This is an optimization exercise on Yosys and OpenROAD, whose aim is small area, not a production implementation. Function was checked by simulation only, so behaviour that the tests miss may differ from the original. No activity file was given, so power comes from the tool's default toggle rates.

P:
==> flow/design.v <==
module cpu(input clk, reset, interrupt,
           input [7:0] datamem_data, usermem_data_in,
           output [7:0] datamem_address, usermem_address, usermem_data_out,
           output rw);
    localparam S0  = 4'b0000;   
    localparam S1S = 4'b0001;   
    localparam S1L = 4'b0100;   
    localparam S1U = 4'b0110;   
    localparam S3  = 4'b0010;   
    localparam S2J = 4'b1000;   
    localparam S2N = 4'b1010;   
    localparam S4  = 4'b1100;   
    localparam S5  = 4'b1110;   
    reg [7:0] pc, jaddr, sp, ua, udo, wbdata;
    reg [7:0] r0, r1, r2, r3;
    reg [3:0] st;
    reg [3:0] ins;
    reg rw_r, wbwrite;
    assign datamem_address = pc;
    assign usermem_address = ua;
    assign usermem_data_out = udo;
    assign rw = rw_r;
    wire [7:0] dd = datamem_data;
    wire [7:0] udi = usermem_data_in;
    wire s0  = ~|st;
    wire s1s = st[0];
    wire s1l = ~st[3] & st[2] & ~st[1];
    wire s1u = ~st[3] & st[2] & st[1];
    wire s1  = st[0] | (~st[3] & st[2]);
    wire s3  = ~st[3] & ~st[2] & st[1];
    wire s4  = st[3] & st[2] & ~st[1];
    wire s5  = st[3] & st[2] & st[1];
    wire jump = st[3] & ~st[1];
    wire [1:0] ra = s1s ? ins[3:2] : dd[3:2];
    wire [1:0] rb = dd[1:0];
    reg [7:0] a, b;
    always @* begin
        case (ra)
            2'd0: a = r0;
            2'd1: a = r1;
            2'd2: a = r2;
            default: a = r3;
        endcase
        case (rb)
            2'd0: b = r0;
            2'd1: b = r1;
            2'd2: b = r2;
            default: b = r3;
        endcase
    end
    wire [3:0] op = dd[7:4];
    reg [3:0] tt;
    always @* begin
        case (op[2:0])
            3'd0: tt = 4'b1110;   
            3'd1: tt = 4'b1000;   
            3'd2: tt = 4'b0011;   
            3'd3: tt = 4'b0110;   
            3'd4: tt = 4'b0110;   
            3'd5: tt = 4'b1001;   
            3'd6: tt = 4'b1010;   
            default: tt = 4'b0000;   
        endcase
    end
    wire arith = op[2] & ~op[1];
    wire [8:0] cy;
    wire [7:0] lg;
    assign cy[0] = op[0];
    genvar i;
    generate for (i = 0; i < 8; i = i + 1) begin : g_alu
        assign lg[i] = tt[{a[i], b[i]}] ^ (arith & cy[i]);
        assign cy[i+1] = (a[i] & (b[i] ^ op[0])) | (cy[i] & (a[i] ^ b[i] ^ op[0]));
    end endgenerate
    wire sh_en = (op[2:0] == 3'd7) & ~|b[7:3];
    wire [7:0] sh1 = b[0] ? {1'b0, a[7:1]} : a;
    wire [7:0] sh2 = b[1] ? {2'b0, sh1[7:2]} : sh1;
    wire [7:0] sh3 = b[2] ? {4'b0, sh2[7:4]} : sh2;
    wire [7:0] alu = lg | (sh3 & {8{sh_en}});
    wire eq = (a == b);
    wire sp_down = op[0] & ~dd[3];
    wire [8:0] spc, pcc;
    wire [7:0] sp_pm, pc_inc;
    assign spc[0] = 1'b1;
    assign pcc[0] = 1'b1;
    generate for (i = 0; i < 8; i = i + 1) begin : g_inc
        assign sp_pm[i] = sp[i] ^ spc[i];
        assign spc[i+1] = spc[i] & (sp[i] ^ sp_down);
        assign pc_inc[i] = pc[i] ^ pcc[i];
        assign pcc[i+1] = pcc[i] & pc[i];
    end endgenerate
    wire act = ~interrupt & ~reset;
    wire x0 = act & s0;
    wire o_alu = ~op[3];
    wire o_ld  = (op == 4'h8);
    wire o_jmp = (op == 4'h9);
    wire o_call = (op == 4'ha);
    wire o_b   = (op == 4'hb);
    wire o_ieq = (op == 4'hc);
    wire o_ine = (op == 4'hd);
    wire o_st  = (op == 4'he);
    wire o_ldu = (op == 4'hf);
    wire o_rts  = o_b & (dd[3:0] == 4'h0);
    wire o_stsp = o_b & (dd[3:0] == 4'h1);
    wire o_pop  = o_b & (dd[3:0] == 4'h2);
    wire o_ldsp = o_b & (dd[3:0] == 4'h4);
    wire o_push = o_b & (dd[3:0] == 4'h8);
    wire sp_step = x0 & (o_call | o_push | o_rts | o_pop);
    wire sp_lda  = x0 & o_ldsp;
    wire sp_en   = reset | sp_step | sp_lda;
    wire [7:0] sp_d = ({8{sp_step}} & sp_pm) | ({8{sp_lda}} & a);
    wire ua_sp  = x0 & (o_call | o_rts | o_pop);
    wire ua_spi = x0 & o_push;
    wire ua_dd  = act & (s1s | s1u);
    wire ua_en  = reset | ua_sp | ua_spi | ua_dd;
    wire [7:0] ua_d = ({8{ua_sp}} & sp) | ({8{ua_spi}} & sp_pm) | ({8{ua_dd}} & dd);
    wire udo_pc = x0 & o_call;
    wire udo_a  = (x0 & o_push) | (act & s1s);
    wire udo_en = reset | udo_pc | udo_a;
    wire [7:0] udo_d = ({8{udo_pc}} & pc) | ({8{udo_a}} & a);
    wire ja_b   = x0 & (o_jmp | o_call);
    wire ja_udi = act & s4;
    wire ja_en  = interrupt | reset | ja_b | ja_udi;
    wire [7:0] ja_d = {interrupt, interrupt, interrupt, interrupt, interrupt, interrupt, 1'b0, interrupt}
                    | ({8{ja_b}} & b) | ({8{ja_udi}} & udi);
    wire wb_alu = x0 & o_alu;
    wire wb_sp  = x0 & o_stsp;
    wire wb_dd  = act & s1l;
    wire wb_udi = act & s5;
    wire wb_en  = reset | wb_alu | wb_sp | wb_dd | wb_udi;
    wire [7:0] wb_d = ({8{wb_alu}} & alu) | ({8{wb_sp}} & sp) | ({8{wb_dd}} & dd) | ({8{wb_udi}} & udi);
    wire wbw_set = (x0 & (o_alu | o_stsp)) | (act & (s1l | s1u));
    wire wbw_clr = reset | (x0 & (o_jmp | o_call | o_rts | o_pop | o_ldsp | o_ieq | o_ine)) | (act & s1s);
    wire wbwrite_d = wbw_set | (wbwrite & ~wbw_clr);
    wire rw_d = interrupt ? rw_r : ((x0 & (o_call | o_push)) | (act & s1s));
    reg [3:0] st_d;
    always @* begin
        st_d = S0;
        if (interrupt | reset)
            st_d = S2J;
        else if (s0) begin
            if (o_ld) st_d = S1L;
            else if (o_jmp | o_call) st_d = S2J;
            else if (o_rts) st_d = S4;
            else if (o_pop) st_d = S5;
            else if ((o_ieq & eq) | (o_ine & ~eq)) st_d = S3;
            else if (o_st) st_d = S1S;
            else if (o_ldu) st_d = S1U;
        end else if (s1u)
            st_d = S5;
        else if (s3) begin
            if (op[3] & op[2] & op[1]) st_d = S2N;
        end else if (s4)
            st_d = S2J;
    end
    wire [1:0] wsel = s1 ? ins[1:0] : dd[1:0];
    wire rf_we = wbwrite_d & ~interrupt;
    wire [7:0] rf_d = wb_d | ({8{~wb_en}} & wbdata);
    wire [7:0] sp_n  = sp_d  | ({8{~sp_en}}  & sp);
    wire [7:0] ua_n  = ua_d  | ({8{~ua_en}}  & ua);
    wire [7:0] udo_n = udo_d | ({8{~udo_en}} & udo);
    wire [7:0] ja_n  = ja_d  | ({8{~ja_en}}  & jaddr);
    wire [7:0] pc_n  = {8{~reset}} & (({8{jump}} & jaddr) | ({8{s5}} & pc) | ({8{~jump & ~s5}} & pc_inc));
    always @(posedge clk) begin
        sp <= sp_n;
        ua <= ua_n;
        udo <= udo_n;
        jaddr <= ja_n;
        wbdata <= rf_d;
        pc <= pc_n;
        wbwrite <= wbwrite_d;
        rw_r <= rw_d;
        st <= st_d;
        if (!s1) ins <= dd[3:0];
        if (rf_we && wsel == 2'd0) r0 <= rf_d;
        if (rf_we && wsel == 2'd1) r1 <= rf_d;
        if (rf_we && wsel == 2'd2) r2 <= rf_d;
        if (rf_we && wsel == 2'd3) r3 <= rf_d;
    end
endmodule  
export LEC_CHECK = 0
export ABC_AREA = 1
export CAP_MARGIN = 20
export CORE_MARGIN = 2
export CORE_UTILIZATION = 40
export CTS_BUF_LIST = sky130_fd_sc_hd__clkbuf_4 sky130_fd_sc_hd__clkbuf_8
export GPL_TIMING_DRIVEN = 0
export SLEW_MARGIN = 20
create_clock -name core_clock -period 4.2 [get_ports {clk}]
run.sh (not shown) runs the stock make flow with config.mk's settings and CLKGATE_MAP_FILE= SYNTH_SCRIPT=/design/flow/synth_recipe.tcl, a recipe that flattens the netlist after the stock synthesis.
Changes in Q relative to P:
--- a/flow/design.v
+++ b/flow/design.v
@@ -153,25 +153,20 @@
             st_d = S2J;
     end
     wire [1:0] wsel = s1 ? ins[1:0] : dd[1:0];
     wire rf_we = wbwrite_d & ~interrupt;
-    wire [7:0] rf_d = wb_d | ({8{~wb_en}} & wbdata);
-    wire [7:0] sp_n  = sp_d  | ({8{~sp_en}}  & sp);
-    wire [7:0] ua_n  = ua_d  | ({8{~ua_en}}  & ua);
-    wire [7:0] udo_n = udo_d | ({8{~udo_en}} & udo);
-    wire [7:0] ja_n  = ja_d  | ({8{~ja_en}}  & jaddr);
-    wire [7:0] pc_n  = {8{~reset}} & (({8{jump}} & jaddr) | ({8{s5}} & pc) | ({8{~jump & ~s5}} & pc_inc));
+    wire [7:0] rf_d = wb_en ? wb_d : wbdata;
     always @(posedge clk) begin
-        sp <= sp_n;
-        ua <= ua_n;
-        udo <= udo_n;
-        jaddr <= ja_n;
-        wbdata <= rf_d;
-        pc <= pc_n;
+        if (sp_en) sp <= sp_d;
+        if (ua_en) ua <= ua_d;
+        if (udo_en) udo <= udo_d;
+        if (ja_en) jaddr <= ja_d;
+        if (wb_en) wbdata <= wb_d;
         wbwrite <= wbwrite_d;
         rw_r <= rw_d;
         st <= st_d;
         if (!s1) ins <= dd[3:0];
+        if (reset | ~s5) pc <= reset ? 8'h00 : jump ? jaddr : pc_inc;
         if (rf_we && wsel == 2'd0) r0 <= rf_d;
         if (rf_we && wsel == 2'd1) r1 <= rf_d;
         if (rf_we && wsel == 2'd2) r2 <= rf_d;
         if (rf_we && wsel == 2'd3) r3 <= rf_d;
[summary]
Hold slack was lower in P than in Q.
Clock skew (Q over P): decrease, 0.0031 ns
Summary: with P as the reference, average routed wire per standard cell in Q moved up by a few percent.
Growth of design area from synthesis to finish on Q is down relative to P.
In the tables for Q and P, instance area at placement reads lower with P.
Number of clock-tree buffers in the layout was lower in Q than in P.
The lower total stage count of the critical path of Q and P is in P.
Comparing Q and P, the higher effective utilization at floorplan was measured on P.
Summary of Q over P: overall fraction of global-route tracks in use down 1.5 points, proportion of cell area occupied by registers up 5.5 points.
What Q reported for net switching power figure has to be multiplied by 0.929 to get the figure for P.
Routed wire length (Q vs. P) decreases by a few percent
Q ended with more number of port buffers than P.

==> port drivers added, routing unchanged <==
The flow's constraints put no driver on any port. The routed layouts listed below were extracted and timed again, unchanged, in two steps. Step 1, drivers: a clkbuf_16 drives clk and a buf_2 each remaining input, both assumed. Step 2, shift: input delay + t, output delay - t, t = (earliest + latest rising clock arrival at the registers) / 2. This alone moves slack from input paths to output paths. a / b / c = no drivers / after step 1 / after step 2; a / b = the first two.
| run | shift t [ns] | setup WS [ns] | worst setup path after step 2 | clock arrival spread, ns | pins driven straight from the clock port |
|---|---|---|---|---|---|
| P | 0.411 | 0.196 / 0.209 / -0.202 | input to register | 0.014 / 0.015 | 1 |
| Q | 0.410 | 0.250 / 0.263 / -0.147 | input to register | 0.011 / 0.012 | 1 |
With both steps, setup timing fails in P and Q, where it was met with ideal ports. For P, which loses most, drivers alone change the setup slack by +0.013 ns; drivers and shift together by -0.398 ns.
